From an optimization exercise on the open Yosys and OpenROAD flow, aimed at small area, a short achievable clock period and few clock cycles per item; shortcuts taken in it are not production practice. RTL that was checked went through simulation tests only; none was proved equivalent to the original. No functional check of the RTL was part of run 1.

## flow/design.v (module list and top-level ports; edited modules follow where they fit)
// module logarithm: 1594 lines
// module log_fa: 4 lines
// module log_xor: 3 lines
// module log_maj: 3 lines
// module log_a22oi: 3 lines
// module log_and: 3 lines
// module log_nand: 3 lines
// module log_nor: 3 lines
// module log_inv: 3 lines
// module log_aoi21: 3 lines
// module log_oai21: 3 lines
// module log_xnor: 3 lines
// module log_or: 3 lines
module logarithm #(
	parameter n = 16,
	parameter m = 24,
	parameter k = 5 ,
	parameter p = 24
) (
	input        clk  ,  
	input        reset,  
	input        start,
	input  [0:n] x    ,
	output [1:p] y    ,
	output       done
);
  // ...
==> flow/flow/run.sh <==
#!/bin/bash
# Standard layout, with the smallest buffer on the ports instead of the
# delay buffer that buffer_ports picks by default.
set -e
export BUFFER_PORTS_ARGS="-buffer_cell sky130_fd_sc_hd__buf_1"
bash standard.sh finish > standard_flow.log 2>&1
==> flow/standard.sh <==
#!/bin/bash
# synth_recipe.tcl (not shown) runs the flow's synth.tcl, then flattens the netlist and writes it again
# the make line also repeats each setting of config.mk as NAME=value (left out here)
make -C /OpenROAD-flow-scripts/flow DESIGN_CONFIG=/design/flow/config.mk WORK_HOME=/design/flow/orfs CLKGATE_MAP_FILE= SYNTH_SCRIPT=/design/flow/synth_recipe.tcl "${@:-finish}"
==> flow/config.mk <==
export PLATFORM = sky130hd
export DESIGN_NAME = logarithm
export DESIGN_NICKNAME = logarithm
export VERILOG_FILES = /design/flow/design.v
export SDC_FILE = /design/flow/constraint.sdc
export NUM_CORES = 4
export LEC_CHECK = 0
export CAP_MARGIN = 20
export CORE_MARGIN = 2
export CORE_UTILIZATION = 40
export SETUP_SLACK_MARGIN = 4.0
export SLEW_MARGIN = 60
export SYNTH_HIERARCHICAL = 1
export SYNTH_MINIMUM_KEEP_SIZE = 0
==> flow/constraint.sdc <==
create_clock -name core_clock -period 9.0 [get_ports {clk}]
set_input_delay 1.8000 -clock core_clock [delete_from_list [all_inputs] [get_ports {clk}]]
set_output_delay 1.8000 -clock core_clock [all_outputs]
set_load 0.01 [all_outputs]
==> impl_results.md, run 1 <==
- Worst Path Required: approximately 9200 ps
- Synth Register Bits: 46
- Simple-Gate Fraction of Synth Area: 23.1%
- Fraction of area in multi-input gates: approximately three quarters
- Commonest non-fill, non-tap cell in the layout: nand2_1
- Critical-path maximum fanout: 17
- Initial antenna violation count: 2
- Met2 usage: 36.7%
- Worst Hold Path EP: sr[21]
- Initial Util: between 40% and 50%
- GR Util met3: between 3 and 4%
- N_taps: between 300 and 400
- Cell area after layout: 0.0124 sq mm
- # fillers: 2510
- Status: complete, no violations
- Commonest cells in the synthesized netlist: nand2_1, fa_1, nor2_1
- Critical path class: reg2reg
- Critical path endpoint category: flop
- Met1 Routed Length: 12.8 mm
- WHS: between 500 and 600 ps
- Sequential share of cell area: about a tenth
- CTS Root Cell: clkbuf_16
- P&R area growth vs syn: 15.0%
- RSZ-0062 raised after global routing: yes
- Cell count after synthesis: 1254
- Post-Synth Adder-Cell Area: a little over two fifths
==> run 2: changes to the inputs <==
--- a/flow/design.v
+++ b/flow/design.v
@@ -289,16 +289,17 @@
 	wire s275;
 	wire c276;
 	wire s277;
 	wire c278;
 	wire s279;
 	wire c280;
 	wire s281;
 	wire c282;
+	wire ps281;
 	wire s283;
 	wire c284;
 	wire s285;
 	wire c286;
 	wire s287;
 	wire c288;
 	wire s289;
 	wire c290;
@@ -381,40 +382,52 @@
 	wire s367;
 	wire c368;
 	wire s369;
 	wire c370;
 	wire s371;
 	wire c372;
 	wire s373;
 	wire c374;
+	wire ps373;
 	wire s375;
 	wire c376;
 	wire s377;
 	wire c378;
+	wire ps377;
 	wire s379;
 	wire c380;
+	wire ps379;
 	wire s381;
 	wire c382;
+	wire ps381;
 	wire s383;
 	wire c384;
+	wire ps383;
 	wire s385;
 	wire c386;
+	wire ps385;
 	wire s387;
 	wire c388;
+	wire ps387;
 	wire s389;
 	wire c390;
+	wire ps389;
 	wire s391;
 	wire c392;
+	wire ps391;
 	wire s393;
 	wire c394;
+	wire ps393;
 	wire s395;
 	wire c396;
+	wire ps395;
 	wire s397;
 	wire c398;
+	wire ps397;
 	wire s399;
 	wire c400;
 	wire s401;
 	wire c402;
 	wire s403;
 	wire c404;
 	wire s405;
 	wire c406;
@@ -465,40 +478,49 @@
 	wire s451;
 	wire c452;
 	wire s453;
 	wire c454;
 	wire s455;
 	wire c456;
 	wire s457;
 	wire c458;
+	wire ps457;
 	wire s459;
 	wire c460;
+	wire ps459;
 	wire s461;
 	wire c462;
 	wire s463;
 	wire c464;
 	wire s465;
 	wire c466;
+	wire ps465;
 	wire s467;
 	wire c468;
+	wire ps467;
 	wire s469;
 	wire c470;
+	wire ps469;
 	wire s471;
 	wire c472;
+	wire ps471;
 	wire s473;
 	wire c474;
+	wire ps473;
 	wire s475;
 	wire c476;
 	wire s477;
 	wire c478;
+	wire ps477;
 	wire s479;
 	wire c480;
 	wire s481;
 	wire c482;
+	wire ps481;
 	wire s483;
 	wire c484;
 	wire s485;
 	wire c486;
 	wire s487;
 	wire c488;
 	wire s489;
 	wire c490;
@@ -988,17 +1010,19 @@
 	log_fa us265 (s123, c120, s125, s265, c266);
 	log_fa us267 (c122, s127, c124, s267, c268);
 	log_fa us269 (s129, c126, s131, s269, c270);
 	log_fa us271 (c128, s133, c130, s271, c272);
 	log_fa us273 (s135, c132, s137, s273, c274);
 	log_fa us275 (c134, s139, c136, s275, c276);
 	log_fa us277 (s141, c138, s143, s277, c278);
 	log_fa us279 (c140, s145, c142, s279, c280);
-	log_fa us281 (s147, c144, s149, s281, c282);
+	log_xor ups281 (s147, c144, ps281);
+	log_xor us281 (ps281, s149, s281);
+	log_maj uc282 (s147, c144, s149, c282);
 	log_fa us283 (s151, c146, s153, s283, c284);
 	log_fa us285 (c148, c150, s155, s285, c286);
 	log_fa us287 (s157, c152, s159, s287, c288);
 	log_fa us289 (c154, s161, c156, s289, c290);
 	log_fa us291 (s163, c158, c160, s291, c292);
 	log_fa us293 (s165, c162, s167, s293, c294);
 	log_fa us295 (c164, s169, s171, s295, c296);
 	log_fa us297 (c166, c168, s173, s297, c298);
@@ -1036,29 +1060,53 @@
 	log_fa us357 (c224, s227, c226, s357, c358);
 	log_fa us359 (c228, s231, c230, s359, c360);
 	log_fa us361 (s235, c232, s237, s361, c362);
 	log_fa us363 (c236, s239, c238, s363, c364);
 	log_fa us365 (c240, s243, c242, s365, c366);
 	log_fa us367 (c244, s247, c246, s367, c368);
 	log_fa us369 (c248, s251, c250, s369, c370);
 	log_fa us371 (s255, c252, c254, s371, c372);
-	log_fa us373 (c256, s259, c258, s373, c374);
+	log_xor ups373 (c256, s259, ps373);
+	log_xor us373 (ps373, c258, s373);
+	log_maj uc374 (c256, s259, c258, c374);
 	log_fa us375 (c260, s263, c262, s375, c376);
-	log_fa us377 (s267, c264, c266, s377, c378);
-	log_fa us379 (c268, s271, c270, s379, c380);
-	log_fa us381 (s275, c272, c274, s381, c382);
-	log_fa us383 (s279, c276, c278, s383, c384);
-	log_fa us385 (c280, s283, c282, s385, c386);
-	log_fa us387 (c284, s287, c286, s387, c388);
-	log_fa us389 (s291, c288, s293, s389, c390);
-	log_fa us391 (s295, c292, c294, s391, c392);
-	log_fa us393 (s299, c296, s301, s393, c394);
-	log_fa us395 (c300, s303, c302, s395, c396);
-	log_fa us397 (c304, s307, s309, s397, c398);
+	log_xor ups377 (s267, c264, ps377);
+	log_xor us377 (ps377, c266, s377);
+	log_maj uc378 (s267, c264, c266, c378);
+	log_xor ups379 (c268, s271, ps379);
+	log_xor us379 (ps379, c270, s379);
+	log_maj uc380 (c268, s271, c270, c380);
+	log_xor ups381 (s275, c272, ps381);
+	log_xor us381 (ps381, c274, s381);
+	log_maj uc382 (s275, c272, c274, c382);
+	log_xor ups383 (s279, c276, ps383);
+	log_xor us383 (ps383, c278, s383);
+	log_maj uc384 (s279, c276, c278, c384);
+	log_xor ups385 (c280, s283, ps385);
+	log_xor us385 (ps385, c282, s385);
+	log_maj uc386 (c280, s283, c282, c386);
+	log_xor ups387 (c284, s287, ps387);
+	log_xor us387 (ps387, c286, s387);
+	log_maj uc388 (c284, s287, c286, c388);
+	log_xor ups389 (s291, c288, ps389);
+	log_xor us389 (ps389, s293, s389);
+	log_maj uc390 (s291, c288, s293, c390);
+	log_xor ups391 (s295, c292, ps391);
+	log_xor us391 (ps391, c294, s391);
+	log_maj uc392 (s295, c292, c294, c392);
+	log_xor ups393 (s299, c296, ps393);
+	log_xor us393 (ps393, s301, s393);
+	log_maj uc394 (s299, c296, s301, c394);
+	log_xor ups395 (c300, s303, ps395);
+	log_xor us395 (ps395, c302, s395);
+	log_maj uc396 (c300, s303, c302, c396);
+	log_xor ups397 (c304, s307, ps397);
+	log_xor us397 (ps397, s309, s397);
+	log_maj uc398 (c304, s307, s309, c398);
 	log_fa us399 (s311, c308, s313, s399, c400);
 	log_fa us401 (s315, c312, s317, s401, c402);
 	log_fa us403 (s319, c316, s321, s403, c404);
 	log_fa us405 (s323, c320, s325, s405, c406);
 	log_fa us407 (s327, c324, s329, s407, c408);
 	log_fa us409 (s331, c328, s333, s409, c410);
 	log_fa us411 (c332, s335, s337, s411, c412);
 	log_fa us413 (~f[16], c336, s339, s413, c414);
@@ -1080,29 +1128,47 @@
 	log_fa us441 (s233, s359, c358, s441, c442);
 	log_fa us443 (c234, c360, s361, s443, c444);
 	log_fa us445 (s241, s363, c362, s445, c446);
 	log_fa us447 (s245, s365, c364, s447, c448);
 	log_fa us449 (s249, c366, s367, s449, c450);
 	log_fa us451 (s253, c368, s369, s451, c452);
 	log_fa us453 (s257, s371, c370, s453, c454);
 	log_fa us455 (s261, s373, c372, s455, c456);
-	log_fa us457 (s265, c374, s375, s457, c458);
-	log_fa us459 (s269, s377, c376, s459, c460);
+	log_xor ups457 (s265, c374, ps457);
+	log_xor us457 (ps457, s375, s457);
+	log_maj uc458 (s265, c374, s375, c458);
+	log_xor ups459 (s269, s377, ps459);
+	log_xor us459 (ps459, c376, s459);
+	log_maj uc460 (s269, s377, c376, c460);
 	log_fa us461 (s273, s379, c378, s461, c462);
 	log_fa us463 (s277, s381, c380, s463, c464);
-	log_fa us465 (s281, s383, c382, s465, c466);
-	log_fa us467 (s285, c384, s385, s467, c468);
-	log_fa us469 (s289, c386, s387, s469, c470);
-	log_fa us471 (c290, c388, s389, s471, c472);
-	log_fa us473 (s297, s391, c390, s473, c474);
+	log_xor ups465 (s281, s383, ps465);
+	log_xor us465 (ps465, c382, s465);
+	log_maj uc466 (s281, s383, c382, c466);
+	log_xor ups467 (s285, c384, ps467);
+	log_xor us467 (ps467, s385, s467);
+	log_maj uc468 (s285, c384, s385, c468);
+	log_xor ups469 (s289, c386, ps469);
+	log_xor us469 (ps469, s387, s469);
+	log_maj uc470 (s289, c386, s387, c470);
+	log_xor ups471 (c290, c388, ps471);
+	log_xor us471 (ps471, s389, s471);
+	log_maj uc472 (c290, c388, s389, c472);
+	log_xor ups473 (s297, s391, ps473);
+	log_xor us473 (ps473, c390, s473);
+	log_maj uc474 (s297, s391, c390, c474);
 	log_fa us475 (c298, s393, c392, s475, c476);
-	log_fa us477 (s305, s395, c394, s477, c478);
+	log_xor ups477 (s305, s395, ps477);
+	log_xor us477 (ps477, c394, s477);
+	log_maj uc478 (s305, s395, c394, c478);
 	log_fa us479 (c306, s397, c396, s479, c480);
-	log_fa us481 (c310, s399, c398, s481, c482);
+	log_xor ups481 (c310, s399, ps481);
+	log_xor us481 (ps481, c398, s481);
+	log_maj uc482 (c310, s399, c398, c482);
 	log_fa us483 (c314, s401, c400, s483, c484);
 	log_fa us485 (c318, s403, c402, s485, c486);
 	log_fa us487 (c322, s405, c404, s487, c488);
 	log_fa us489 (c326, s407, c406, s489, c490);
 	log_fa us491 (c330, s409, c408, s491, c492);
 	log_fa us493 (c334, s411, c410, s493, c494);
 	log_fa us495 (c338, s413, c412, s495, c496);
 	log_fa us497 (s341, s415, c414, s497, c498);
==> run 2 against run 1 <==
  * Cell count grew 1.3%
  * Cell area shrank 3.4%
  * Fmax grew 1.3%
  * Still clean on timing, DRC and antenna
  * Global-route usage grew 0.53 points
  * Via count grew 0.72%
  * Sequential cell count is the same
  * Synthesized cell count grew 3.5%
  * Wire length shrank 4.6%
  * First-iteration DRC count grew 9.6%
  * Worst hold slack gained 11 ps
==> impl_results.md, run 2 <==
- Largest family of logic cells by synthesized area: adder cells (unchanged)
- Yosys top cell area share: 38.0% (was 42.7%)
- Setup TNS: 0 ps (unchanged)
- Number of flip-flops in the largest register: 24 (unchanged)
- Top-count cell post-synth: nand2_1 (unchanged)
- Simple-Gate Fraction of Synth Area: 22.7% (was 23.1%)
- Cell area after layout: 0.0120 sq mm (was 0.0124 sq mm)
- First-pass GRT wire length: 49.7 mm (was 47.9 mm)
- Ratio of cells with drive above 1 in the final layout: 13.3% (was 14.7%)
- Initial antenna violation count: 0 (was 2)
- Total CTS buffers: 5 (unchanged)
- Vias in the first global route: 9211 (was 9157)
- Final min period: 4760 ps (was 4830 ps)
- Critical path class: reg2reg (unchanged)
- Hold Path Class: reg2reg (unchanged)
- Worst Clk Skew: 7.44 ps (was 22.3 ps)
- Final hold vios: 0 (unchanged)
- Commonest cells in the synthesized netlist: nand2_1, fa_1, xor2_1 (was nand2_1, fa_1, nor2_1)
- Synth Area in Compound Gates: 11.4% (was 11.6%)
- Clk buf depth: 2 (unchanged)
- Chip height: 170 um (was 168 um)
- R2R Path End: f[9] (was f[18])
- Port Buf Inserts: 44 (unchanged)
- Top reg by flops: f (unchanged)
- Total grt overflow: 0 (unchanged)
- Initial Util: 40.7% (was 40.5%)
- WL/cell: 18.7 um (was 19.9 um)
- Cell Area, Placed: 0.0115 sq mm (was 0.0113 sq mm)
- Tightest Pin Transition: 553 ps (was 601 ps)
- Multiplexer share of the synthesized area: 0% (unchanged)
- P&R area growth vs syn: 9.13% (was 15.0%)
- Largest regs: f: 24 flops, sr: 22 flops (unchanged)
- Via count: 8957 (was 8893)
- Commonest non-fill, non-tap cell in the layout: nand2_1 (unchanged)
- Register Area: 0.00116 sq mm (was 0.00119 sq mm)
- Nets: 1540 (unchanged)
- Most frequent cells in the layout: nand2_1, fa_1, xor2_1 (was nand2_1, fa_1, inv_1)
- Worst Hold Path EP: sr[21] (unchanged)
- RR Startpoint: f[20] (was f[0])
- R2R depth: 18 (unchanged)
- Post-DRT Antenna Nets: 0 (unchanged)
- Drt initial violations: 685 (was 625)
- CTS tree: built (unchanged)
- Cell count after synthesis: 1298 (was 1254)
- Pre-CTS setup slack: 3610 ps (was 3530 ps)
- Synth Register Bits: 46 (unchanged)
- Post-Synth Adder-Cell Area: 40.2% (was 42.7%)
- Core footprint: 0.0270 sq mm (was 0.0267 sq mm)
- Maximum level of the CTS H-tree: 2 (unchanged)
- Yosys warnings: 7 (unchanged)
- Hold Startpoint: sr[20] (unchanged)
- Primary FF master, synth: dfxtp_1 (unchanged)
- Largest net degree at the start of global routing: 31 (was 32)
- # setup viols final: 0 (unchanged)
- FMAX: 0.210 GHz (was 0.207 GHz)
- CTS Hold Buffers Added: 0 (unchanged)
- Inserted Diodes: 0 (unchanged)
- Worst-path clk slew: 70 ps (was 100 ps)
- Clk latency of the worst-skew pair: 300 ps (was 320 ps)
- Overall Global Routing Usage: 22.0% (was 21.5%)
- R2R setup slack: 4240 ps (was 4170 ps)
- Final Slew Violations: 0 (unchanged)
- I/O pin count: 45 (unchanged)
- Worst slew margin: 62.8% (was 59.9%)
- Final period utilization: 52.9% (was 53.6%)
- First-pass DRT Iterations: 5 (unchanged)
- CP max stage cell: fa_1 (unchanged)
- Drt total wl: 30.9 mm (was 32.4 mm)
- Critical path endpoint category: flop (unchanged)
- Number of synthesized flops with an enable pin: 21 (unchanged)
- Final worst slack: 4240 ps (was 4170 ps)
- Die area: 0.0289 sq mm (was 0.0284 sq mm)
- Distinct cells, synth: 54 (was 53)
- CTS Root Cell: clkbuf_16 (unchanged)
- Register area share after synthesis: 10.3% (was 10.5%)
- WP data arrival: 5000 ps (was 5020 ps)
- CP Launch Type: flop (unchanged)
- Post-route DRC: 0 (unchanged)
- Post-synth ARST share: 2.17% (unchanged)
- # fillers: 2668 (was 2510)
- Critical path origin: f[20] (was f[0])
- # Max-Cap Violations: 0 (unchanged)
- Hold Crit Depth: 2 (unchanged)
- CP peak stage delay: 570 ps (was 550 ps)
- Crit path top cell by count: fa_1 (unchanged)
- RePlAce Congestion: 0.892 (was 0.859)
- Status: complete, no violations (unchanged)
- Cell breakdown of the critical path: buf_6 -> nand2_1 -> fa_1 -> fa_1 -> fa_1 -> fa_1 -> maj3_2 -> nand2_1 -> nand2_1 -> nor2_2 -> nand2_2 -> nor2_2 -> a21oi_4 -> buf_12 -> o21ai_1 -> xor2_1 -> a22oi_2 -> nand3b_1 (was buf_12 -> nand2_1 -> fa_1 -> fa_1 -> fa_1 -> fa_1 -> fa_1 -> nand2_1 -> a21oi_4 -> o21ai_4 -> a21oi_2 -> o21ai_2 -> a21oi_4 -> buf_12 -> o21ai_1 -> xor2_1 -> a22oi_2 -> nand3b_1)
- Synth area leader: fa_1 (unchanged)
- Row cnt: 60 (unchanged)
- RSZ-0062 raised after global routing: no (was yes)
- DP Wirelength: 22.6 mm (was 21.2 mm)
- Area of the multi-input gates: 0.00931 sq mm (was 0.00919 sq mm)
- Overall die width: 170 um (was 168 um)
- Drt via density: 5.42 (was 5.45)
- Worst Path Required: 9240 ps (was 9190 ps)
- Critical-path maximum fanout: 26 (was 17)
- Area contributors post-synth: fa_1, nand2_1, xor2_1 (was fa_1, nand2_1, edfxtp_1)
- XOR/XNOR share of the synthesized area: 9.15% (was 5.75%)
- Avg Cell Area, Syn: 8.48 sq um (was 8.63 sq um)
- Synthesized area: 0.0110 sq mm (was 0.0108 sq mm)
- Clk sinks: 46 (unchanged)
## run 2: area by class of cell
type / instances / share of cell area, %
Clock inverter: 3 / 0.198
Multi-Input combinational cell: 1091 / 77.4
Clock buffer: 5 / 1.04
Tap cell: 341 / 3.55
Sequential cell: 46 / 9.66
Timing Repair Buffer: 79 / 5.36
Inverter: 88 / 2.75
## run 2: modules after synthesis, one instance, submodules excluded, excerpt
module | flip-flops and latches | times used | cells | cell area (sq um)
log_and | 0 | 24 | 1 | 6.26
log_aoi21 | 0 | 48 | 1 | 8.76
log_fa | 0 | 209 | 1 | 20.0
log_inv | 0 | 53 | 1 | 3.75
log_maj | 0 | 22 | 1 | 11.3
log_nand | 0 | 83 | 1 | 3.75
log_nor | 0 | 78 | 1 | 3.75
log_oai21 | 0 | 52 | 1 | 5.00
log_or | 0 | 22 | 1 | 6.26
log_xnor | 0 | 22 | 1 | 8.76
log_xor | 0 | 69 | 1 | 8.76
logarithm | 46 | 1 | 592 | 3710
## run 2: layer usage
layer	part of all wire, %	vias up	wire length (um)	track usage [%]
li1	-	4091	-	-
met1	42	4469	13000	29.3
met2	49	343	15000	37.7
met3	6.7	54	2070	3.07
met4	2.5	0	777	6.06
met5	0	-	0	0
## run 2: critical path: cells and delay by family, from the launching register on
kind | cells | cell delay [ps]
AO/OA/AOI/OAI | 3 | 360
XOR/XNOR | 1 | 300
adder cells (fa/ha/maj) | 5 | 2260
buffers and inverters | 2 | 420
flip-flops | 1 | 330
AND/OR/NAND/NOR | 7 | 1010
## run 2: worst max-delay path by stage
stage | to | slack [ps] | cells after the start
after global placement | f[17] | 3450 | 18
after detailed placement | f[22] | 3610 | 18
after CTS | f[14] | 4000 | 19
final | f[9] | 4240 | 18
after global routing | f[10] | 3990 | 18
after floorplan | f[10] | 4020 | 18
## run 2: stage by stage
step | utilization, % | hold slack [ps] | cells
2_1_floorplan | - | 501 | 1303
3_3_place_gp | 42.5 | 475 | 1637
3_5_place_dp | 42.6 | 510 | 1637
4_1_cts | 43.4 | 529 | 1647
5_1_grt | 44.5 | 545 | 1653
6_report | 44.5 | 528 | 1653
## run 2: cell families after synthesis
| family | after synthesis |
|---|---|
| buffers and inverters | 167 |
| other | 1 |
| AOI/OAI and AO/OA | 158 |
| adders and majority gates | 231 |
| and+or+nand+nor | 580 |
| xor gates and xnor gates | 115 |
| DFF | 46 |
## run 2: timing repair
item                                    CTS  global route
gates cloned                              1             3
pin swaps                                 1             1
endpoints found under the hold margin     0             0
resized for setup                        10            56
buffers inserted                          1             3
endpoints found under the setup margin   18            19
Testbench counts of run 2, summed over its fixed seeds: cycles 36,800, items 1,600.
==> run 3: changes to the inputs <==
--- a/flow/config.mk
+++ b/flow/config.mk
@@ -9,5 +9,5 @@
 export CORE_MARGIN = 2
 export CORE_UTILIZATION = 40
-export SETUP_SLACK_MARGIN = 4.0
+export SETUP_SLACK_MARGIN = 4.2
 export SLEW_MARGIN = 60
 export SYNTH_HIERARCHICAL = 1
==> run 3 against run 2 <==
  * Still clean
  * Worst hold slack worse by 17 ps
  * Utilization up 4.5 points
  * Clock-buffer cell count unchanged
  * Critical endpoint is now f[11]
==> impl_results.md, run 3 <==
- Status: complete, no violations (unchanged)
- RePlAce Congestion: 0.894 (was 0.892)
- Drt via density: 5.51 (was 5.42)
- Cell count after synthesis: 1298 (unchanged)
- WHS: 511 ps (was 528 ps)
- Clk buf depth: 2 (unchanged)
- Yosys warnings: 7 (unchanged)
- CP peak stage delay: 570 ps (about the same)
- CP delay by family, top: adder cells (unchanged)
- Chip height: 170 um (unchanged)
- Distinct cells, synth: 54 (unchanged)
- Post-synth ARST share: 2.17% (unchanged)
- Setup TNS: 0 ps (unchanged)
- WL/cell: 20.5 um (was 18.7 um)
- Inserted Diodes: 0 (unchanged)
- CP bufs+invs: 2 (unchanged)
- First-pass GRT wire length: 49.6 mm (was 49.7 mm)
- Via count: 9460 (was 8957)
- Top-count cell post-synth: nand2_1 (unchanged)
- I/O pin count: 45 (unchanged)
- WP data arrival: 4930 ps (was 5000 ps)
- P&R area growth vs syn: 20.2% (was 9.13%)
- Critical path class: reg2reg (unchanged)
- Die area: 0.0289 sq mm (unchanged)
- Commonest non-fill, non-tap cell in the layout: nand2_1 (unchanged)
- # setup viols final: 0 (unchanged)
- Drt total wl: 35.3 mm (was 30.9 mm)
- Port Buf Inserts: 44 (unchanged)
- Area contributors post-synth: fa_1, nand2_1, xor2_1 (unchanged)
- Cell area after layout: 0.0132 sq mm (was 0.0120 sq mm)
- Worst Clk Skew: 5.07 ps (was 7.44 ps)
- Cell breakdown of the critical path: buf_12 -> nand2_1 -> fa_1 -> fa_1 -> fa_1 -> maj3_2 -> fa_1 -> nor2_1 -> a21oi_2 -> o21ai_4 -> a21oi_2 -> o21ai_2 -> a21oi_4 -> clkbuf_16 -> o21ai_1 -> xor2_1 -> a22oi_2 -> nand3b_1 (was buf_6 -> nand2_1 -> fa_1 -> fa_1 -> fa_1 -> fa_1 -> maj3_2 -> nand2_1 -> nand2_1 -> nor2_2 -> nand2_2 -> nor2_2 -> a21oi_4 -> buf_12 -> o21ai_1 -> xor2_1 -> a22oi_2 -> nand3b_1)
- Initial antenna violation count: 1 (was 0)
- First-pass DRT Iterations: 5 (unchanged)
- Ratio of cells with drive above 1 in the final layout: 20.4% (was 13.3%)
- Post-route DRC: 0 (unchanged)
- Commonest cells in the synthesized netlist: nand2_1, fa_1, xor2_1 (unchanged)
- Post-Synth Adder-Cell Area: 40.2% (unchanged)
- Synthesized area: 0.0110 sq mm (unchanged)
- Top reg by flops: f (unchanged)
- Yosys top cell area share: 38.0% (unchanged)
- Crit path top cell by count: fa_1 (unchanged)
- Critical path endpoint category: flop (unchanged)
- Synth area leader: fa_1 (unchanged)
- # Max-Cap Violations: 0 (unchanged)
- CTS tree: built (unchanged)
- DP Wirelength: 22.1 mm (was 22.6 mm)
- Nets: 1605 (was 1540)
- Critical-path maximum fanout: 14 (was 26)
- RSZ-0062 raised after global routing: yes (was no)
- Final min period: 4740 ps (was 4760 ps)
- FMAX: 0.211 GHz (was 0.210 GHz)
- Drt initial violations: 893 (was 685)
- XOR/XNOR share of the synthesized area: 9.15% (unchanged)
- Worst-path clk slew: 70 ps (about the same)
- Largest family of logic cells by synthesized area: adder cells (unchanged)
- Clk sinks: 46 (unchanged)
- CTS Root Cell: clkbuf_16 (unchanged)
- Row cnt: 60 (unchanged)
- Vias in the first global route: 9273 (was 9211)
- Number of flip-flops in the largest register: 24 (unchanged)
- Register area share after synthesis: 10.3% (unchanged)
- CTS Hold Buffers Added: 0 (unchanged)
- Worst Path Required: 9180 ps (was 9240 ps)
- Synth Area in Compound Gates: 11.4% (unchanged)
- Largest regs: f: 24 flops, sr: 22 flops (unchanged)
- Core footprint: 0.0270 sq mm (unchanged)
- R2R setup slack: 4260 ps (was 4240 ps)
- Total grt overflow: 0 (unchanged)
- Synth Register Bits: 46 (unchanged)
- Largest net degree at the start of global routing: 32 (was 31)
- Hold Path Class: reg2reg (unchanged)
- CP Launch Type: flop (unchanged)
- Avg Cell Area, Syn: 8.48 sq um (unchanged)
- Final Slew Violations: 0 (unchanged)
- Overall die width: 170 um (unchanged)
- Clk latency of the worst-skew pair: 300 ps (about the same)
- Total CTS buffers: 5 (unchanged)
- Post-DRT Antenna Nets: 0 (unchanged)
- Cell Area, Placed: 0.0115 sq mm (about the same)
- Primary FF master, synth: dfxtp_1 (unchanged)
- Final period utilization: 52.7% (was 52.9%)
- Final hold vios: 0 (unchanged)
- Most frequent cells in the layout: nand2_1, fa_1, xor2_1 (unchanged)
- Multiplexer share of the synthesized area: 0% (unchanged)
- Simple-Gate Fraction of Synth Area: 22.7% (unchanged)
- CP max stage cell: fa_1 (unchanged)
- Maximum level of the CTS H-tree: 2 (unchanged)
- Number of synthesized flops with an enable pin: 21 (unchanged)
- Initial Util: 40.7% (unchanged)
- Overall Global Routing Usage: 21.9% (was 22.0%)
run 3: cell counts after synthesis:
No cell type changed its count.
run 3: final timing paths:
| kind | start | to | depth (start not counted) |
|---|---|---|---|
| max | f[18] | f[11] | 18 |
| min | sr[20] | sr[21] | 2 |
| max reg2reg | f[18] | f[11] | 18 |
| min reg2reg | sr[20] | sr[21] | 2 |
| max in group asynchronous | reset | sr[21] | 1 |
| min in group asynchronous | reset | sr[21] | 1 |
run 3: cell type report:
cell class | instances | area, sq um
fillers | 2514 | 13800
multi-input cells | 1091 | 9450
repair buffers | 144 | 1660
flip-flops and latches | 46 | 1220
well taps | 341 | 427
inverters | 88 | 334
clock buffers | 5 | 125
clock inverters | 3 | 23.8
run 3: kinds of logic (layout without fill, tap and decap cells):
logic type / count (synthesis) / after routing
compound gates: 158 / 159
buf+inv: 167 / 240
fa+ha+maj: 231 / 231
xor+xnor: 115 / 115
flops: 46 / 46
simple gates: 580 / 580
other cells: 1 / 6
run 3: per-module statistics from Yosys, one instance, submodules excluded:
| module | cells inside | flip-flops and latches |
|---|---|---|
| log_and | 1 | 0 |
| log_xor | 1 | 0 |
| log_or | 1 | 0 |
| log_aoi21 | 1 | 0 |
| log_fa | 1 | 0 |
| log_nor | 1 | 0 |
| logarithm | 592 | 46 |
| log_xnor | 1 | 0 |
| log_nand | 1 | 0 |
| log_maj | 1 | 0 |
| log_oai21 | 1 | 0 |
| log_a22oi | 1 | 0 |
| log_inv | 1 | 0 |
run 3: through the flow:
stage / instances / setup WS (ps) / util, %
floorplan: 1303 / 4210 / -
global placement: 1636 / 3880 / 42.6
detailed placement: 1636 / 3780 / 42.6
CTS: 1646 / 4210 / 43.7
global route: 1718 / 4090 / 49.0
finish: 1718 / 4260 / 49.0
run 3: what timing repair did:
action,in CTS,in global routing
gates resized for setup,28,138
endpoints found under the setup margin,18,18
pin swaps,1,28
gates cloned,1,24
buffers inserted,1,48
run 3: per-layer routing:
layer	GRT usage (%)	vias to the layer above	part of all wire (%)	routed length (um)
met3	2.49	79	8.0	2830
li1	-	4229	-	-
met2	37.2	425	48	17000
met4	4.76	0	3.9	1370
met5	0	-	0	0
met1	30.3	4727	40	14100
run 3: worst reg2reg max path, stage by stage (launching register included):
cell and delay, ps:
dfxtp_4 390, buf_12 160, nand2_1 110, fa_1 570, fa_1 430, fa_1 430, maj3_2 340, fa_1 540
nor2_1 90, a21oi_2 220, o21ai_4 120, a21oi_2 150, o21ai_2 80, a21oi_4 240, clkbuf_16 220, o21ai_1 80
xor2_1 190, a22oi_2 170, nand3b_1 90
==> run 4: changes to the inputs <==
--- a/flow/config.mk
+++ b/flow/config.mk
@@ -9,5 +9,6 @@
 export CORE_MARGIN = 2
 export CORE_UTILIZATION = 40
-export SETUP_SLACK_MARGIN = 4.2
+export CTS_BUF_LIST = sky130_fd_sc_hd__clkbuf_4 sky130_fd_sc_hd__clkbuf_8
+export SETUP_SLACK_MARGIN = 3.6
 export SLEW_MARGIN = 60
 export SYNTH_HIERARCHICAL = 1
==> run 4 against run 3 <==
  * First-iteration DRC count down 23%
  * Via count down 6.6%
  * Cell area down 12%
  * Die area unchanged
  * Critical path depth up 1
  * Worst setup slack worse by 290 ps
  * Cell count down 4.2%
  * Sequential share of layout area up 0.59 points
  * Synthesized cell count unchanged
  * Critical endpoint is now f[15]
==> impl_results.md, run 4 <==
- Status: complete, no violations (unchanged)
- Register Area: 0.00114 sq mm (was 0.00122 sq mm)
- Clk buf depth: 2 (unchanged)
- Total grt overflow: 0 (unchanged)
- First-pass DRT Iterations: 5 (unchanged)
- Synth Register Bits: 46 (unchanged)
- Yosys top cell area share: 38.0% (unchanged)
- Initial Util: 40.7% (unchanged)
- Synth area leader: fa_1 (unchanged)
- Clk latency of the worst-skew pair: 310 ps (was 300 ps)
- # fillers: 2702 (was 2514)
- Final min period: 5030 ps (was 4740 ps)
- CP Launch Type: flop (unchanged)
- Critical path class: reg2reg (unchanged)
- # setup viols final: 0 (unchanged)
- Drt via density: 5.37 (was 5.51)
- WL/cell: 18.4 um (was 20.5 um)
- Via count: 8836 (was 9460)
- Die area: 0.0289 sq mm (unchanged)
- Worst-path clk slew: 110 ps (was 70 ps)
- Final period utilization: 55.9% (was 52.7%)
- Inserted Diodes: 0 (unchanged)
- # Max-Cap Violations: 0 (unchanged)
- First-pass GRT wire length: 49.3 mm (was 49.6 mm)
- Hold Path Class: reg2reg (unchanged)
- Post-synth ARST share: 2.17% (unchanged)
- Drt total wl: 30.3 mm (was 35.3 mm)
- Post-DRT Antenna Nets: 0 (unchanged)
- P&R area growth vs syn: 5.87% (was 20.2%)
- Critical-path maximum fanout: 21 (was 14)
- RSZ-0062 raised after global routing: no (was yes)
- Worst Clk Skew: 13.8 ps (was 5.07 ps)
- Tightest Pin Transition: 557 ps
- Core footprint: 0.0270 sq mm (unchanged)
- Distinct cells, synth: 54 (unchanged)
- Ratio of cells with drive above 1 in the final layout: 12.0% (was 20.4%)
- Top-count cell post-synth: nand2_1 (unchanged)
- Drt initial violations: 688 (was 893)
- Row cnt: 60 (unchanged)
- Initial antenna violation count: 0 (was 1)
- Post-route DRC: 0 (unchanged)
- Commonest cells in the synthesized netlist: nand2_1, fa_1, xor2_1 (unchanged)
- Commonest non-fill, non-tap cell in the layout: nand2_1 (unchanged)
- Final Slew Violations: 0 (unchanged)
- Register area share after synthesis: 10.3% (unchanged)
- WP data arrival: 5240 ps (was 4930 ps)
- Final hold vios: 0 (unchanged)
- Total CTS buffers: 5 (unchanged)
- Critical path endpoint category: flop (unchanged)
- Worst Path Required: 9200 ps (was 9180 ps)
- Number of synthesized flops with an enable pin: 21 (unchanged)
- FMAX: 0.199 GHz (was 0.211 GHz)
- Number of flip-flops in the largest register: 24 (unchanged)
- Setup TNS: 0 ps (unchanged)
- I/O pin count: 45 (unchanged)
- WHS: 534 ps (was 511 ps)
- DP Wirelength: 22.6 mm (was 22.1 mm)
- Overall die width: 170 um (unchanged)
- Worst slew margin: a little over three fifths
- Cell count after synthesis: 1298 (unchanged)
- Hold Startpoint: f[23] (was sr[20])
- Critical path origin: f[6] (was f[18])
- Clk sinks: 46 (unchanged)
- Port Buf Inserts: 44 (unchanged)
- Nets: 1533 (was 1605)
- Largest regs: f: 24 flops, sr: 22 flops (unchanged)
- CTS Hold Buffers Added: 0 (unchanged)
- Chip height: 170 um (unchanged)
- Area of the multi-input gates: 0.00927 sq mm (was 0.00945 sq mm)
- Primary FF master, synth: dfxtp_1 (unchanged)
- Area contributors post-synth: fa_1, nand2_1, xor2_1 (unchanged)
- RePlAce Congestion: 0.892 (was 0.894)
- Most frequent cells in the layout: nand2_1, fa_1, xor2_1 (unchanged)
- Vias in the first global route: 9169 (was 9273)
- Maximum level of the CTS H-tree: 2 (unchanged)
- Overall Global Routing Usage: 21.7% (was 21.9%)
- Synthesized area: 0.0110 sq mm (unchanged)
- CTS tree: built (unchanged)
- Top reg by flops: f (unchanged)
- Largest net degree at the start of global routing: 31 (was 32)
- Avg Cell Area, Syn: 8.48 sq um (unchanged)
- CTS Root Cell: clkbuf_8 (was clkbuf_16)
- RR Startpoint: f[6] (was f[18])
- Yosys warnings: 7 (unchanged)
## run 4: metrics by stage
step | instance area, sq um | utilization (%) | std cells | setup WS (ps)
after floorplan | 11000 | - | 1303 | 4020
after global placement | 11500 | 42.5 | 1637 | 3450
after detailed placement | 11500 | 42.6 | 1637 | 3610
after CTS | 11600 | 43.0 | 1646 | 3730
after global routing | 11700 | 43.1 | 1646 | 3660
final | 11700 | 43.1 | 1646 | 3970
## run 4: final timing paths
check / cells past startpoint / slack [ps] / end
worst max-delay path: 19 / 3970 / f[15]
worst min-delay path: 1 / 530 / sr[0]
worst max register to register: 19 / 3970 / f[15]
worst min register to register: 1 / 530 / sr[0]
max in group asynchronous: 1 / 7570 / sr[21]
min in group asynchronous: 1 / 1410 / sr[21]
## run 4: worst max-delay path, stage by stage (launching register included)
cell	delay, ps
dfxtp_1	500
buf_4	370
nand2_1	130
fa_1	470
fa_1	550
fa_1	470
maj3_2	370
xor2_1	190
xor2_1	280
nand2_1	140
a21oi_2	210
o21ai_1	120
a21oi_2	100
o21ai_1	100
a21oi_4	160
buf_12	170
o21ai_1	100
xor2_1	210
a22oi_2	170
nand3b_1	80
## run 4: logic make-up (layout without fill, tap and decap cells)
logic type,Yosys count,after routing,share of synthesized area (%)
buffers and inverters,167,169,6.15
other,1,6,0.0341
and+or+nand+nor,580,580,22.7
DFF,46,46,10.3
AOI/OAI and AO/OA,158,158,11.4
xor gates and xnor gates,115,115,9.15
adders and majority gates,231,231,40.2
## run 4: timing repair
| action | 4_1_cts | 5_1_grt |
|---|---|---|
| setup buffers | 1 | 0 |
| endpoints found under the setup margin | 2 | 16 |
| resized for setup | 0 | 9 |
## run 4: per-layer routing
layer / vias to the layer above / wire length [um] / GRT usage [%]
met1: 4422 / 13100 / 29.1
met5: - / 0 / 0
met4: 0 / 673 / 5.28
met2: 300 / 14800 / 37.4
met3: 44 / 1760 / 3.09
li1: 4070 / - / -
## run 4: per-module statistics from Yosys, one instance, submodules excluded
module     times used  cells  flops+latches
log_oai21          52      1              0
logarithm           1    592             46
log_nor            78      1              0
log_or             22      1              0
log_and            24      1              0
log_xnor           22      1              0
log_a22oi          24      1              0
log_fa            209      1              0
log_inv            53      1              0
log_maj            22      1              0
log_aoi21          48      1              0
log_nand           83      1              0
log_xor            69      1              0
## run 4: final cells by class
| type | count | area share [%] |
|---|---|---|
| clock buffer | 5 | 0.590 |
| multi-input combinational | 1090 | 79.5 |
| clock inverter | 3 | 0.204 |
| timing repair buffer | 73 | 3.47 |
| inverter | 88 | 2.83 |
| sequential | 46 | 9.79 |
| tap | 341 | 3.66 |
==> run 5: changes to the inputs <==
--- a/flow/config.mk
+++ b/flow/config.mk
@@ -10,5 +10,5 @@
 export CORE_UTILIZATION = 40
 export CTS_BUF_LIST = sky130_fd_sc_hd__clkbuf_4 sky130_fd_sc_hd__clkbuf_8
-export SETUP_SLACK_MARGIN = 3.6
+export SETUP_SLACK_MARGIN = 3.8
 export SLEW_MARGIN = 60
 export SYNTH_HIERARCHICAL = 1
==> run 5 against run 4 <==
  * Wire length down 0.33%
  * Critical path type unchanged
  * Still clean on timing, DRC and antenna
  * Critical endpoint is now f[9]
  * Sequential cell count unchanged
  * Via count is 0.17% higher
  * Synthesized area did not move
==> impl_results.md, run 5 <==
- Area of the multi-input gates: 0.00927 sq mm (about the same)
- # fillers: 2706 (was 2702)
- Setup TNS: 0 ps (unchanged)
- Worst-path clk slew: 110 ps (about the same)
- Synth Register Bits: 46 (unchanged)
- P&R area growth vs syn: 6.17% (was 5.87%)
- Final period utilization: 54.7% (was 55.9%)
- CP bufs+invs: 2 (unchanged)
- CP peak stage delay: 550 ps (about the same)
- CP max stage cell: fa_1 (unchanged)
- Distinct cells, synth: 54 (unchanged)
- Clk sinks: 46 (unchanged)
- Synth area leader: fa_1 (unchanged)
- Yosys top cell area share: 38.0% (unchanged)
- Final min period: 4920 ps (was 5030 ps)
- Largest regs: f: 24 flops, sr: 22 flops (unchanged)
- Primary FF master, synth: dfxtp_1 (unchanged)
- Crit path top cell by count: fa_1
- Clk buf depth: 2 (unchanged)
- Post-Synth Adder-Cell Area: 40.2% (unchanged)
- Register Area: 0.00114 sq mm (about the same)
- Via count: 8851 (was 8836)
- Cell Area, Placed: 0.0115 sq mm (unchanged)
- Pre-CTS setup slack: 3610 ps (unchanged)
- Top-count cell post-synth: nand2_1 (unchanged)
- Row cnt: 60 (unchanged)
- Port Buf Inserts: 44 (unchanged)
- Register area share after synthesis: 10.3% (unchanged)
- Status: complete, no violations (unchanged)
- Commonest cells in the synthesized netlist: nand2_1, fa_1, xor2_1 (unchanged)
- XOR/XNOR share of the synthesized area: 9.15% (unchanged)
- Total CTS buffers: 5 (unchanged)
- Post-DRT Antenna Nets: 0 (unchanged)
- # Max-Cap Violations: 0 (unchanged)
- Number of flip-flops in the largest register: 24 (unchanged)
- CP Launch Type: flop (unchanged)
- Largest family of logic cells by synthesized area: adder cells (unchanged)
- Yosys warnings: 7 (unchanged)
- Tightest Pin Transition: 552 ps (was 557 ps)
- Maximum level of the CTS H-tree: 2 (unchanged)
- Drt via density: 5.38 (was 5.37)
- Post-route DRC: 0 (unchanged)
- Commonest non-fill, non-tap cell in the layout: nand2_1 (unchanged)
- Inserted Diodes: 0 (unchanged)
- Total grt overflow: 0 (unchanged)
- I/O pin count: 45 (unchanged)
- Worst slew margin: 62.9% (was 62.5%)
- Avg Cell Area, Syn: 8.48 sq um (unchanged)
- # setup viols final: 0 (unchanged)
- Initial Util: 40.7% (unchanged)
- Nets: 1533 (unchanged)
- CP delay by family, top: adder cells (unchanged)
- CTS tree: built (unchanged)
- RSZ-0062 raised after global routing: no (unchanged)
- Final Slew Violations: 0 (unchanged)
- Core footprint: 0.0270 sq mm (unchanged)
- Critical path endpoint category: flop (unchanged)
- Critical path class: reg2reg (unchanged)
- Drt initial violations: 607 (was 688)
- Final hold vios: 0 (unchanged)
- DP Wirelength: 22.6 mm (unchanged)
- Most frequent cells in the layout: nand2_1, fa_1, xor2_1 (unchanged)
- Ratio of cells with drive above 1 in the final layout: 12.3% (was 12.0%)
- Die area: 0.0289 sq mm (unchanged)
- Drt total wl: 30.2 mm (was 30.3 mm)
- First-pass DRT Iterations: 5 (unchanged)
- Final worst slack: 4080 ps (was 3970 ps)
- Overall die width: 170 um (unchanged)
- Largest net degree at the start of global routing: 31 (unchanged)
- Top reg by flops: f (unchanged)
- Clk latency of the worst-skew pair: 310 ps (about the same)
- Final Core Density: 43.3% (was 43.1%)
- Final cell count without fillers: 1646 (unchanged)
- Critical-path maximum fanout: 26 (was 21)
- Area contributors post-synth: fa_1, nand2_1, xor2_1 (unchanged)
- WP data arrival: 5170 ps (was 5240 ps)
- Vias in the first global route: 9172 (was 9169)
- Synth Area in Compound Gates: 11.4% (unchanged)
- Overall Global Routing Usage: 21.7% (about the same)
- WHS: 545 ps (was 534 ps)
- Placed Instances: 1637 (unchanged)
- Cell breakdown of the critical path: buf_6 -> nand2_1 -> fa_1 -> fa_1 -> fa_1 -> xor2_1 -> xor2_1 -> fa_1 -> nor2_1 -> a21oi_2 -> o21ai_2 -> a21oi_2 -> o21ai_1 -> a21oi_4 -> buf_12 -> o21ai_1 -> xor2_1 -> a22oi_2 -> nand3b_1 (was buf_4 -> nand2_1 -> fa_1 -> fa_1 -> fa_1 -> maj3_2 -> xor2_1 -> xor2_1 -> nand2_1 -> a21oi_2 -> o21ai_1 -> a21oi_2 -> o21ai_1 -> a21oi_4 -> buf_12 -> o21ai_1 -> xor2_1 -> a22oi_2 -> nand3b_1)
- Cell count after synthesis: 1298 (unchanged)
- Synthesized area: 0.0110 sq mm (unchanged)
- First-pass GRT wire length: 49.3 mm (about the same)
- Multiplexer share of the synthesized area: 0% (unchanged)
- Cell area after layout: 0.0117 sq mm (about the same)
- CTS Root Cell: clkbuf_8 (unchanged)
- FMAX: 0.203 GHz (was 0.199 GHz)
- WL/cell: 18.3 um (was 18.4 um)
- Hold Path Class: reg2reg (unchanged)
- Simple-Gate Fraction of Synth Area: 22.7% (unchanged)
- Worst Clk Skew: 13.9 ps (was 13.8 ps)
- Number of synthesized flops with an enable pin: 21 (unchanged)
- Worst Path Required: 9250 ps (was 9200 ps)
- Post-synth ARST share: 2.17% (unchanged)
- RePlAce Congestion: 0.892 (unchanged)
- Chip height: 170 um (unchanged)
- Initial antenna violation count: 0 (unchanged)
==> run 5: cell count changes in the layout (fill, tap and decap cells not counted) <==
cell	before	now
dfxtp_1	21	18
dfxtp_2	3	6
buf_6	2	7
nor2_2	3	4
buf_8	0	1
nor2_1	87	86
buf_4	26	20
==> run 5: logic make-up after synthesis <==
family	count (synthesis)
adder cells (fa/ha/maj)	231
AND/OR/NAND/NOR	580
flip-flops	46
AO/OA/AOI/OAI	158
buffers and inverters	167
XOR/XNOR	115
other	1
==> run 5: final timing paths <==
kind                          end  slack, ps  cells after the start   start
max                          f[9]       4080                     19   f[21]
min                        sr[21]        540                      2  sr[20]
max reg2reg                  f[9]       4080                     19   f[21]
min reg2reg                sr[21]        540                      2  sr[20]
max in group asynchronous  sr[21]       7570                      1   reset
min in group asynchronous  sr[21]       1410                      1   reset
==> run 5: worst reg2reg max path, delay by kind of cell (launching register included) <==
kind	cells	cell delay (ps)
AO/OA/AOI/OAI	7	1000
flip-flops	1	420
adder cells (fa/ha/maj)	4	1880
AND/OR/NAND/NOR	3	440
XOR/XNOR	3	700
buffers and inverters	2	430
==> run 5: what timing repair did <==
item	4_1_cts	5_1_grt
endpoints found under the hold margin	0	0
gates resized for setup	1	19
setup endpoints to repair	17	18
pin swaps	0	0
buffers inserted	1	0
hold buffers	0	0
==> run 5: modules after synthesis (local to each module, per instance), excerpt <==
module / flip-flops and latches / cells
log_oai21: 0 / 1
log_xnor: 0 / 1
log_maj: 0 / 1
log_or: 0 / 1
log_xor: 0 / 1
logarithm: 46 / 592
log_aoi21: 0 / 1
log_nand: 0 / 1
log_and: 0 / 1
log_inv: 0 / 1
log_nor: 0 / 1
log_fa: 0 / 1
==> run 5: final cells by class <==
type	count	area share (%)
clock buffers	5	0.589
inverters	88	2.83
well taps	341	3.65
multi-input cells	1090	79.3
clock inverters	3	0.203
flip-flops and latches	46	9.79
repair buffers	73	3.68
==> run 5: metal layers <==
layer	share of wire, %	GRT usage [%]	vias up	routed length, um
met1	43	29.0	4431	12900
met5	0	0	-	0
li1	-	-	4076	-
met2	49	37.4	294	14700
met4	2.5	5.28	0	752
met3	6.0	3.09	50	1800
==> run 6: changes to the inputs <==
--- a/flow/config.mk
+++ b/flow/config.mk
@@ -10,5 +10,5 @@
 export CORE_UTILIZATION = 40
 export CTS_BUF_LIST = sky130_fd_sc_hd__clkbuf_4 sky130_fd_sc_hd__clkbuf_8
-export SETUP_SLACK_MARGIN = 3.8
+export SETUP_SLACK_MARGIN = 4.0
 export SLEW_MARGIN = 60
 export SYNTH_HIERARCHICAL = 1
==> run 6 against run 5 <==
  * Cell count up 0.30%
  * Critical path depth down 1
  * Worst setup slack better by 170 ps
  * Highest routed layer unchanged
  * Sequential share of layout area down 0.063 points
  * Sequential cell count unchanged
==> impl_results.md, run 6 <==
- Status: complete, no violations (unchanged)
- Final hold vios: 0 (unchanged)
- Final Core Density: 44.1% (was 43.3%)
- CP Launch Type: flop (unchanged)
- # Max-Cap Violations: 0 (unchanged)
- Initial antenna violation count: 0 (unchanged)
- Tightest Pin Transition: 561 ps (was 552 ps)
- Maximum level of the CTS H-tree: 2 (unchanged)
- WP data arrival: 5010 ps (was 5170 ps)
- Pre-CTS setup slack: 3610 ps (unchanged)
- Drt initial violations: 632 (was 607)
- Drt via density: 5.40 (was 5.38)
- Post-route DRC: 0 (unchanged)
- Final period utilization: 52.9% (was 54.7%)
- Final worst slack: 4240 ps (was 4080 ps)
- Critical path endpoint category: flop (unchanged)
- Largest net degree at the start of global routing: 31 (unchanged)
- Overall Global Routing Usage: 21.8% (was 21.7%)
- Register area share after synthesis: 10.3% (unchanged)
- RePlAce Congestion: 0.892 (unchanged)
- WHS: 546 ps (was 545 ps)
- CTS Hold Buffers Added: 0 (unchanged)
- Critical path class: reg2reg (unchanged)
- Worst slew margin: 62.2% (was 62.9%)
- Placed Instances: 1637 (unchanged)
- Vias in the first global route: 9198 (was 9172)
- Overall die width: 170 um (unchanged)
- Primary FF master, synth: dfxtp_1 (unchanged)
- Worst Path Required: 9250 ps (about the same)
- Row cnt: 60 (unchanged)
- Worst-path clk slew: 110 ps (about the same)
- WL/cell: 18.5 um (was 18.3 um)
- Area contributors post-synth: fa_1, nand2_1, xor2_1 (unchanged)
- Distinct cells, synth: 54 (unchanged)
- Total CTS buffers: 5 (unchanged)
- # fillers: 2685 (was 2706)
- Die area: 0.0289 sq mm (unchanged)
- Largest regs: f: 24 flops, sr: 22 flops (unchanged)
- Yosys warnings: 7 (unchanged)
- CTS Root Cell: clkbuf_8 (unchanged)
- Avg Cell Area, Syn: 8.48 sq um (unchanged)
- CP endpoint: f[15] (was f[9])
- Cell Area, Placed: 0.0115 sq mm (unchanged)
- Cell count after synthesis: 1298 (unchanged)
- Port Buf Inserts: 44 (unchanged)
- First-pass DRT Iterations: 5 (unchanged)
- Chip height: 170 um (unchanged)
- RR Startpoint: f[20] (was f[21])
- Top-count cell post-synth: nand2_1 (unchanged)
- # setup viols final: 0 (unchanged)
- Area of the multi-input gates: 0.00931 sq mm (was 0.00927 sq mm)
- Inserted Diodes: 0 (unchanged)
- Final min period: 4760 ps (was 4920 ps)
- Number of flip-flops in the largest register: 24 (unchanged)
- Total grt overflow: 0 (unchanged)
- Setup TNS: 0 ps (unchanged)
- Clk sinks: 46 (unchanged)
- Drt total wl: 30.6 mm (was 30.2 mm)
- Commonest non-fill, non-tap cell in the layout: nand2_1 (unchanged)
- Via count: 8918 (was 8851)
- Ratio of cells with drive above 1 in the final layout: 13.1% (was 12.3%)
- Final cell count without fillers: 1651 (was 1646)
- RSZ-0062 raised after global routing: no (unchanged)
- R2R Path End: f[15] (was f[9])
- Critical path origin: f[20] (was f[21])
- Yosys top cell area share: 38.0% (unchanged)
- Clk buf depth: 2 (unchanged)
- Register Area: 0.00116 sq mm (was 0.00114 sq mm)
- Worst Clk Skew: 16.1 ps (was 13.9 ps)
- Clk latency of the worst-skew pair: 320 ps (was 310 ps)
- First-pass GRT wire length: 49.6 mm (was 49.3 mm)
- Post-DRT Antenna Nets: 0 (unchanged)
- Synth area leader: fa_1 (unchanged)
- P&R area growth vs syn: 8.15% (was 6.17%)
- Synthesized area: 0.0110 sq mm (unchanged)
- DP Wirelength: 22.6 mm (unchanged)
- Number of synthesized flops with an enable pin: 21 (unchanged)
- Post-synth ARST share: 2.17% (unchanged)
- CTS tree: built (unchanged)
- FMAX: 0.210 GHz (was 0.203 GHz)
- Most frequent cells in the layout: nand2_1, fa_1, xor2_1 (unchanged)
- Hold Path Class: reg2reg (unchanged)
- Synth Register Bits: 46 (unchanged)
- Critical-path maximum fanout: 26 (unchanged)
- Initial Util: 40.7% (unchanged)
- Commonest cells in the synthesized netlist: nand2_1, fa_1, xor2_1 (unchanged)
- R2R depth: 18 (was 19)
- I/O pin count: 45 (unchanged)
- Core footprint: 0.0270 sq mm (unchanged)
- Cell area after layout: 0.0119 sq mm (was 0.0117 sq mm)
- Final Slew Violations: 0 (unchanged)
- R2R setup slack: 4240 ps (was 4080 ps)
- Nets: 1538 (was 1533)
- Top reg by flops: f (unchanged)
run 6: worst min path at each step:
| stage | to | slack (ps) | startpoint | cells past startpoint |
|---|---|---|---|---|
| finish | sr[21] | 550 | sr[20] | 2 |
| global route | sr[21] | 560 | sr[20] | 2 |
| CTS | sr[0] | 540 | f[23] | 1 |
| detailed placement | sr[0] | 510 | f[23] | 1 |
| global placement | sr[21] | 470 | sr[20] | 2 |
| floorplan | f[4] | 500 | f[4] | 2 |
run 6: repair_timing:
item | 4_1_cts | 5_1_grt
setup endpoints to repair | 18 | 18
gates cloned | 1 | 1
gates resized for setup | 12 | 53
buffers inserted | 1 | 3
pin swaps | 1 | 0
run 6: worst max-delay path: stages (launching register included):
cell and delay, ps:
dfxtp_1 340, buf_6 260, nand2_1 130, fa_1 570, fa_1 440, fa_1 430, fa_1 490, maj3_2 330
nand2_1 110, nand2_1 90, nor2_2 180, nand2_2 200, nor2_2 200, a21oi_4 80, buf_12 150, o21ai_1 180
xor2_1 270, a22oi_2 120, nand3b_1 90
run 6: per-module statistics from Yosys, one instance, submodules excluded, a selection:
module     flip-flops and latches  copies in the design  cells
log_xor                         0                    69      1
log_or                          0                    22      1
log_oai21                       0                    52      1
log_inv                         0                    53      1
log_nor                         0                    78      1
log_nand                        0                    83      1
log_a22oi                       0                    24      1
run 6: logic make-up (layout without fill, tap and decap cells):
group                    after synthesis  after routing  synth area share [%]
XOR/XNOR                             115            115                  9.15
adder cells (fa/ha/maj)              231            231                  40.2
flip-flops                            46             46                  10.3
AO/OA/AOI/OAI                        158            159                  11.4
other                                  1              6                0.0341
AND/OR/NAND/NOR                      580            580                  22.7
buffers and inverters                167            173                  6.15
run 6: layout make-up:
cell class,count,share of cell area [%]
inverter,88,2.77
multi-input combinational,1091,78.1
clock buffer,5,0.578
sequential,46,9.73
tap,341,3.58
clock inverter,3,0.200
timing repair buffer,77,4.99
run 6: routing by layer:
layer / part of all wire [%] / global-route usage, % / vias up
met3: 5.9 / 3.07 / 48
met2: 49 / 37.6 / 272
met5: 0 / 0 / -
met1: 43 / 29.2 / 4505
met4: 2.4 / 5.24 / 0
li1: - / - / 4093
==> run 7: changes to the inputs <==
--- a/flow/config.mk
+++ b/flow/config.mk
@@ -6,5 +6,5 @@
 export NUM_CORES = 4
 export LEC_CHECK = 0
-export CAP_MARGIN = 20
+export CAP_MARGIN = 50
 export CORE_MARGIN = 2
 export CORE_UTILIZATION = 40
==> run 7 against run 6 <==
  * Still clean
  * Non-clock buffer count stayed put
  * Critical path depth stayed put
  * Fmax stayed put
  * Largest cell class unchanged
==> impl_results.md, run 7 <==
- Placed Instances: 1637 (unchanged)
- Inserted Diodes: 0 (unchanged)
- Critical path class: reg2reg (unchanged)
- Drt via density: 5.40 (unchanged)
- Clk buf depth: 2 (unchanged)
- Met2 wire len: 14.9 mm (unchanged)
- Final Slew Violations: 0 (unchanged)
- Setup TNS: 0 ps (unchanged)
- Clk sinks: 46 (unchanged)
- Routed wl met3: 1.80 mm (unchanged)
- Commonest cells in the synthesized netlist: nand2_1, fa_1, xor2_1 (unchanged)
- Largest regs: f: 24 flops, sr: 22 flops (unchanged)
- R2R setup slack: 4240 ps (about the same)
- RePlAce Congestion: 0.892 (unchanged)
- Top reg by flops: f (unchanged)
- Via count: 8918 (unchanged)
- Synth area leader: fa_1 (unchanged)
- Largest family of logic cells by synthesized area: adder cells (unchanged)
- Hold Crit Depth: 2 (unchanged)
- # setup viols final: 0 (unchanged)
- Register area share after synthesis: 10.3% (unchanged)
- Vias in the first global route: 9198 (unchanged)
- Area contributors post-synth: fa_1, nand2_1, xor2_1 (unchanged)
- Worst-path clk slew: 110 ps (about the same)
- Avg Cell Area, Syn: 8.48 sq um (unchanged)
- WP data arrival: 5010 ps (about the same)
- Clk latency of the worst-skew pair: 320 ps (about the same)
- Largest net degree at the start of global routing: 31 (unchanged)
- Top layer reached by signal wires: met4 (unchanged)
- CTS Root Cell: clkbuf_8 (unchanged)
- Distinct cells, synth: 54 (unchanged)
- Met1 Routed Length: 13.2 mm (unchanged)
- Yosys warnings: 7 (unchanged)
- P&R area growth vs syn: 8.15% (unchanged)
- First-pass GRT wire length: 49.6 mm (unchanged)
- Critical path endpoint category: flop (unchanged)
- Initial antenna violation count: 0 (unchanged)
- Port Buf Inserts: 44 (unchanged)
- Drt initial violations: 632 (unchanged)
- Final hold vios: 0 (unchanged)
- Core footprint: 0.0270 sq mm (unchanged)
- Final min period: 4760 ps (unchanged)
- Final period utilization: 52.9% (unchanged)
- CTS tree: built (unchanged)
- # Max-Cap Violations: 0 (unchanged)
- Multiplexer share of the synthesized area: 0% (unchanged)
- R2R depth: 18 (unchanged)
- Ratio of cells with drive above 1 in the final layout: 13.1% (unchanged)
- XOR/XNOR share of the synthesized area: 9.15% (unchanged)
- Primary FF master, synth: dfxtp_1 (unchanged)
- CP Launch Type: flop (unchanged)
- Post-Synth Adder-Cell Area: 40.2% (unchanged)
- RSZ-0062 raised after global routing: no (unchanged)
- Total CTS buffers: 5 (unchanged)
- Total grt overflow: 0 (unchanged)
- R2R Path End: f[15] (unchanged)
- FMAX: 0.210 GHz (unchanged)
- Synthesized area: 0.0110 sq mm (unchanged)
- CTS Hold Buffers Added: 0 (unchanged)
- DP Wirelength: 22.6 mm (unchanged)
- Cell count after synthesis: 1298 (unchanged)
- RR Startpoint: f[20] (unchanged)
- Drt total wl: 30.6 mm (unchanged)
- Chip height: 170 um (unchanged)
- Final Core Density: 44.1% (unchanged)
- Maximum level of the CTS H-tree: 2 (unchanged)
- WL/cell: 18.5 um (unchanged)
- Status: complete, no violations (unchanged)
- Synth Register Bits: 46 (unchanged)
- Most frequent cells in the layout: nand2_1, fa_1, xor2_1 (unchanged)
- Register Area: 0.00116 sq mm (unchanged)
- Top-count cell post-synth: nand2_1 (unchanged)
- Overall die width: 170 um (unchanged)
- Area of the multi-input gates: 0.00931 sq mm (unchanged)
- Initial Util: 40.7% (unchanged)
- Critical-path maximum fanout: 26 (unchanged)
- Die area: 0.0289 sq mm (unchanged)
- Final cell count without fillers: 1651 (unchanged)
- Yosys top cell area share: 38.0% (unchanged)
- Number of synthesized flops with an enable pin: 21 (unchanged)
- Synth Area in Compound Gates: 11.4% (unchanged)
- First-pass DRT Iterations: 5 (unchanged)
- Post-route DRC: 0 (unchanged)
- Number of flip-flops in the largest register: 24 (unchanged)
- Row cnt: 60 (unchanged)
- I/O pin count: 45 (unchanged)
- Worst Clk Skew: 16.1 ps (unchanged)
- # fillers: 2685 (unchanged)
- Nets: 1538 (unchanged)
- Worst slew margin: 62.2% (unchanged)
- Tightest Pin Transition: 561 ps (unchanged)
- Overall Global Routing Usage: 21.8% (unchanged)
- Simple-Gate Fraction of Synth Area: 22.7% (unchanged)
- Hold Startpoint: sr[20] (unchanged)
- Hold Path Class: reg2reg (unchanged)
- Worst Hold Path EP: sr[21] (unchanged)
- Post-DRT Antenna Nets: 0 (unchanged)
- Commonest non-fill, non-tap cell in the layout: nand2_1 (unchanged)
- Post-synth ARST share: 2.17% (unchanged)
- Worst Path Required: 9250 ps (about the same)
## run 7: cell counts in the layout (fill, tap and decap cells not counted)
Identical to the previous run, type by type.
## run 7: layout make-up
class	count	share of cell area (%)
clock inverter	3	0.200
inverter	88	2.77
sequential	46	9.73
tap	341	3.58
multi-input combinational	1091	78.1
clock buffer	5	0.578
timing repair buffer	77	4.99
## run 7: how the worst max path moves through the flow
stage	slack [ps]	cells past startpoint	startpoint	endpoint
floorplan	4020	18	f[3]	f[10]
global placement	3450	18	f[19]	f[17]
detailed placement	3610	18	f[21]	f[22]
CTS	4030	17	f[6]	f[22]
global route	3990	18	f[20]	f[10]
finish	4240	18	f[20]	f[15]
## run 7: stage by stage
stage | hold WS, ps | setup WS (ps) | instance area, sq um
after CTS | 538 | 4030 | 11700
after detailed placement | 510 | 3610 | 11500
after global placement | 475 | 3450 | 11500
after global routing | 561 | 3990 | 11900
after floorplan | 501 | 4020 | 11000
final | 546 | 4240 | 11900
## run 7: worst max-delay path, cell delays in order (launching register included)
cell and delay [ps]:
dfxtp_1 340, buf_6 260, nand2_1 130, fa_1 570
fa_1 440, fa_1 430, fa_1 490, maj3_2 330
nand2_1 110, nand2_1 90, nor2_2 180, nand2_2 200
nor2_2 200, a21oi_4 80, buf_12 150, o21ai_1 180
xor2_1 270, a22oi_2 120, nand3b_1 90
## run 7: metal layers
layer / track usage (%) / up-vias
met5: 0 / -
met4: 5.24 / 0
met3: 3.07 / 48
met2: 37.6 / 272
met1: 29.2 / 4505
li1: - / 4093
## run 7: cells by family (layout without fill, tap and decap cells)
| logic type | after synthesis | in the layout |
|---|---|---|
| AOI/OAI and AO/OA | 158 | 159 |
| xor gates and xnor gates | 115 | 115 |
| adders and majority gates | 231 | 231 |
| buffers and inverters | 167 | 173 |
| DFF | 46 | 46 |
| other | 1 | 6 |
| and+or+nand+nor | 580 | 580 |
## run 7: per-module statistics from Yosys, one instance, submodules excluded
module,cell area (sq um),cells inside,times used
log_xor,8.76,1,69
log_fa,20.0,1,209
log_a22oi,12.5,1,24
log_inv,3.75,1,53
log_nand,3.75,1,83
log_maj,11.3,1,22
log_oai21,5.00,1,52
log_nor,3.75,1,78
log_and,6.26,1,24
logarithm,3710,592,1
log_xnor,8.76,1,22
log_or,6.26,1,22
log_aoi21,8.76,1,48
## run 7: what timing repair did
action                                  CTS  global route
endpoints found under the setup margin   18            18
cloned                                    1             1
buffers inserted                          1             3
pin swaps                                 1             0
gates resized for setup                  12            53

## port drivers added, routing unchanged
The results above use ideal ports. As a check the final layouts listed here were re-extracted and re-timed, cells and wires unchanged. Step 1: set_driving_cell puts a clkbuf_16 on clk and a buf_2 on each other input, an assumption about the parent block. Step 2 times the ports against the registers' clock, not the clock port: input delays grow and output delays shrink by t, the midpoint of the rising clock arrivals with the driver on. a / b / c = ideal ports / drivers / drivers and shift; a / b = the first two.
run	t (ns)	setup slack, ns	worst setup path after step 2	latest minus earliest clock arrival (ns)	worst data-port slew with drivers (ns)
run 1	0.357	4.173 / 4.173 / 4.173	register to register	0.022 / 0.023	0.04
run 2	0.343	4.236 / 4.236 / 4.236	register to register	0.008 / 0.008	0.05
run 3	0.339	4.255 / 4.255 / 4.255	register to register	0.006 / 0.006	0.04
run 4	0.344	3.966 / 3.966 / 3.966	register to register	0.014 / 0.014	0.05
run 5	0.344	4.076 / 4.076 / 4.076	register to register	0.014 / 0.014	0.05
run 6	0.345	4.242 / 4.242 / 4.242	register to register	0.016 / 0.017	0.05
run 7	0.345	4.242 / 4.242 / 4.242	register to register	0.016 / 0.017	0.05
After both steps every run listed still meets setup and hold.
